Source: an optimization exercise on an open RTL-to-GDS flow (aim: small area and a short achievable clock period). Production flows keep margins and buffers that such runs may drop. The RTL was checked by simulation tests, not by an equivalence proof against the original design. Power and IR drop assume default switching activity.

## old
==> flow/design.v (excerpt) <==
module alu # ( parameter WIDTH = 16, CMD_WIDTH = 4 ) (
	input clk, rst,
	input CE,
	input CIN,
	input mode,
	input [1:0] INP_INVALID,
	input [ CMD_WIDTH-1 :0] CMD,
	input [ WIDTH-1 :0] opa,
	input [ WIDTH-1 :0] opb,
	output reg ERR, OFLOW, g , l, e, cout,
	output reg [ 2 * WIDTH :0] RES
);
Size: about 1600 cells after synthesis, ~39 flip-flops, ~82 I/O pins, roughly 0.013 mm² of cells after synthesis.
clock: 9.0 ns
lec_check: 0
cap_margin: 20
core_margin: 2
core_utilization: 40
gpl_timing_driven: 0
slew_margin: 20
run.sh (not shown) runs the stock make flow with config.mk's settings and CLKGATE_MAP_FILE= SYNTH_SCRIPT=/design/flow/synth_recipe.tcl, a recipe that flattens the netlist after the stock synthesis.
Here is what was changed in the inputs of new compared with old.
==> flow/flow/run.sh (new file) <==
#!/bin/bash
# The standard layout, with the port buffers made of sky130_fd_sc_hd__buf_4
# instead of the delay cell buffer_ports picks by default.
bash standard.sh BUFFER_PORTS_ARGS="-buffer_cell sky130_fd_sc_hd__buf_4" finish > standard.log 2>&1
==> flow/standard.sh (new file) <==
#!/bin/bash
# synth_recipe.tcl (not shown) runs the flow's synth.tcl, then flattens the netlist and writes it again
# the make line also repeats each setting of config.mk as NAME=value (left out here)
make -C /OpenROAD-flow-scripts/flow DESIGN_CONFIG=/design/flow/config.mk WORK_HOME=/design/flow/orfs CLKGATE_MAP_FILE= SYNTH_SCRIPT=/design/flow/synth_recipe.tcl "${@:-finish}"
removed: flow/run.sh
Notes after the runs:
Comparing old with new, the total number of vias came out essentially unchanged.
Diff new..old | filler-free cell count of the finished design | negligible
On sequential power, old and new are basically level.
On new: first-pass GRT wire length is 440 µm higher than what old gave.
Cell area on new is down relative to old.
Diff old..new | number of nets with antenna violations after routing | unchanged

========
Another version of the RTL of alu (not shown whole).
Size: roughly 1200 cells after synthesis, roughly 39 flip-flops, roughly 82 I/O pins.
export LEC_CHECK = 0
export CAP_MARGIN = 20
export CORE_MARGIN = 2
export CORE_UTILIZATION = 40
export SLEW_MARGIN = 20
create_clock -name core_clock -period 9.0 [get_ports {clk}]
standard.sh (not shown) runs the stock make flow with config.mk's settings and CLKGATE_MAP_FILE= SYNTH_SCRIPT=/design/flow/synth_recipe.tcl, a recipe that flattens the netlist after the stock synthesis.
==> flow/flow/run.sh <==
#!/bin/bash
# The standard layout (the standard.sh, all of its steps), with two changes:
#  - synthesis: Yosys's synth command also gets -noabc, so its quick generic
#    ABC pass does not rewrite the full adders before extract_fa maps them (that
#    pass leaves an inverter between most pairs of adder cells).  The rest of
#    the synthesis script is synth_recipe.tcl unchanged (-nofsm -noshare,
#    flatten, renames), and ORFS's own ABC mapping still runs afterwards.
#  - placement: buffer_ports uses sky130_fd_sc_hd__buf_1 for the port buffers
#    instead of the delay cell it picks by default; every input and output port
#    still gets its own buffer.
# The make output is kept in standard.log.
set -euo pipefail
{
  echo 'proc synth {args} { yosys synth -nofsm -noshare -noabc {*}$args }'
  tail -n +2 synth_recipe.tcl
} > synth_noabc.tcl
bash standard.sh SYNTH_SCRIPT="$PWD/synth_noabc.tcl" \
  BUFFER_PORTS_ARGS="-buffer_cell sky130_fd_sc_hd__buf_1" finish > standard.log 2>&1
The baseline completed without violations.
Rerun with:
ABC_AREA = 1   (was not set)
SETUP_SLACK_MARGIN = 1.5   (was not set)
Effect: Fmax rose by 15%. Via count goes up by 17%. Worst setup slack gains 1.1 ns. Clock-buffer cell count rose by 1. Non-clock buffer count went up by 39. Sequential power stays flat. Area after synthesis went up by 5.3%. Final area came out higher by 16%.

========
Starting RTL as in the previous note.
export LEC_CHECK = 0
export ABC_AREA = 1
export CAP_MARGIN = 20
export CORE_MARGIN = 2
export CORE_UTILIZATION = 40
export SETUP_SLACK_MARGIN = 0.6
export SLEW_MARGIN = 20
create_clock -name core_clock -period 9.0 [get_ports {clk}]
Scripts as last shown in full above: flow/flow/run.sh
Change:
--- a/flow/config.mk
+++ b/flow/config.mk
@@ -11,3 +11,4 @@
 export CORE_UTILIZATION = 40
-export SETUP_SLACK_MARGIN = 0.6
+export GPL_ROUTABILITY_DRIVEN = 0
+export SETUP_SLACK_MARGIN = 0.8
 export SLEW_MARGIN = 20
Effect: Setup slack gains 120 ps; first-iteration DRC count increases by 21%; sequential share of layout area decreases by 0.25 points; synthesized cell count does not change; final cell count increases by 1.0%; flip-flop and latch count is unchanged; non-clock buffer count increases by 21; design area increases by 3.4%; maximum frequency increases by 1.5%; routed wire length decreases by 0.60%; via count increases by 2.0%.
Change:
--- a/flow/config.mk
+++ b/flow/config.mk
@@ -11,4 +11,3 @@
 export CORE_UTILIZATION = 40
-export GPL_ROUTABILITY_DRIVEN = 0
-export SETUP_SLACK_MARGIN = 0.8
+export GPL_TIMING_DRIVEN = 0
 export SLEW_MARGIN = 20
Effect: The changed run passed the timing, design-rule and antenna checks; core utilization went down by 0.36 points; flip-flop and latch count stays the same; global-route usage came out higher by 0.85 points; sequential power barely changes; area after synthesis stays the same; power came out higher by 9.2%.
Change:
--- a/flow/config.mk
+++ b/flow/config.mk
@@ -7,3 +7,2 @@
 export LEC_CHECK = 0
-export ABC_AREA = 1
 export CAP_MARGIN = 20
After rerunning:
- maximum frequency shrinks by 2.0%
- via count decreases by 10%
- synthesized area is lower by 5.0%
- utilization came out higher by 1.7 points

## static timing again, ports no longer ideal
In the flow no input, the clock included, has a driving cell. The finished layouts below were timed again as built, in two steps.
Step 1: set_driving_cell puts a clkbuf_16 on clk and a buf_2 on each other input, an assumption about the parent block.
Step 2 also shifts input and output timing later by t, the mid clock arrival at the registers, as if the neighbouring blocks saw the same clock.
Three values: ideal ports, drivers, drivers and shift; two values: the first two.
| run | t (ns) | setup WS [ns] | worst setup path after step 2 |
|---|---|---|---|
| old | 0.316 | 0.165 / 0.160 / -0.156 | input to register |
| new | 0.315 | 0.099 / 0.089 / -0.225 | input to register |
| the first run of note 2 | 0.312 | 0.332 / 0.343 / 0.031 | input to register |
| the second run of note 2 | 0.308 | 1.448 / 1.434 / 1.126 | input to register |
| the first run of note 3 | 0.310 | 0.985 / 0.994 / 0.684 | input to register |
| the second run of note 3 | 0.302 | 1.105 / 1.106 / 0.804 | input to register |
| the third run of note 3 | 0.308 | 0.361 / 0.371 / 0.063 | input to register |
| the fourth run of note 3 | 0.314 | 0.185 / 0.192 / -0.122 | input to register |
Met with ideal ports but missed after step 2: setup timing in old, new and the fourth run of note 3. The setup slack of new, which loses most, moves by -0.010 ns with the drivers and by -0.324 ns with both steps.
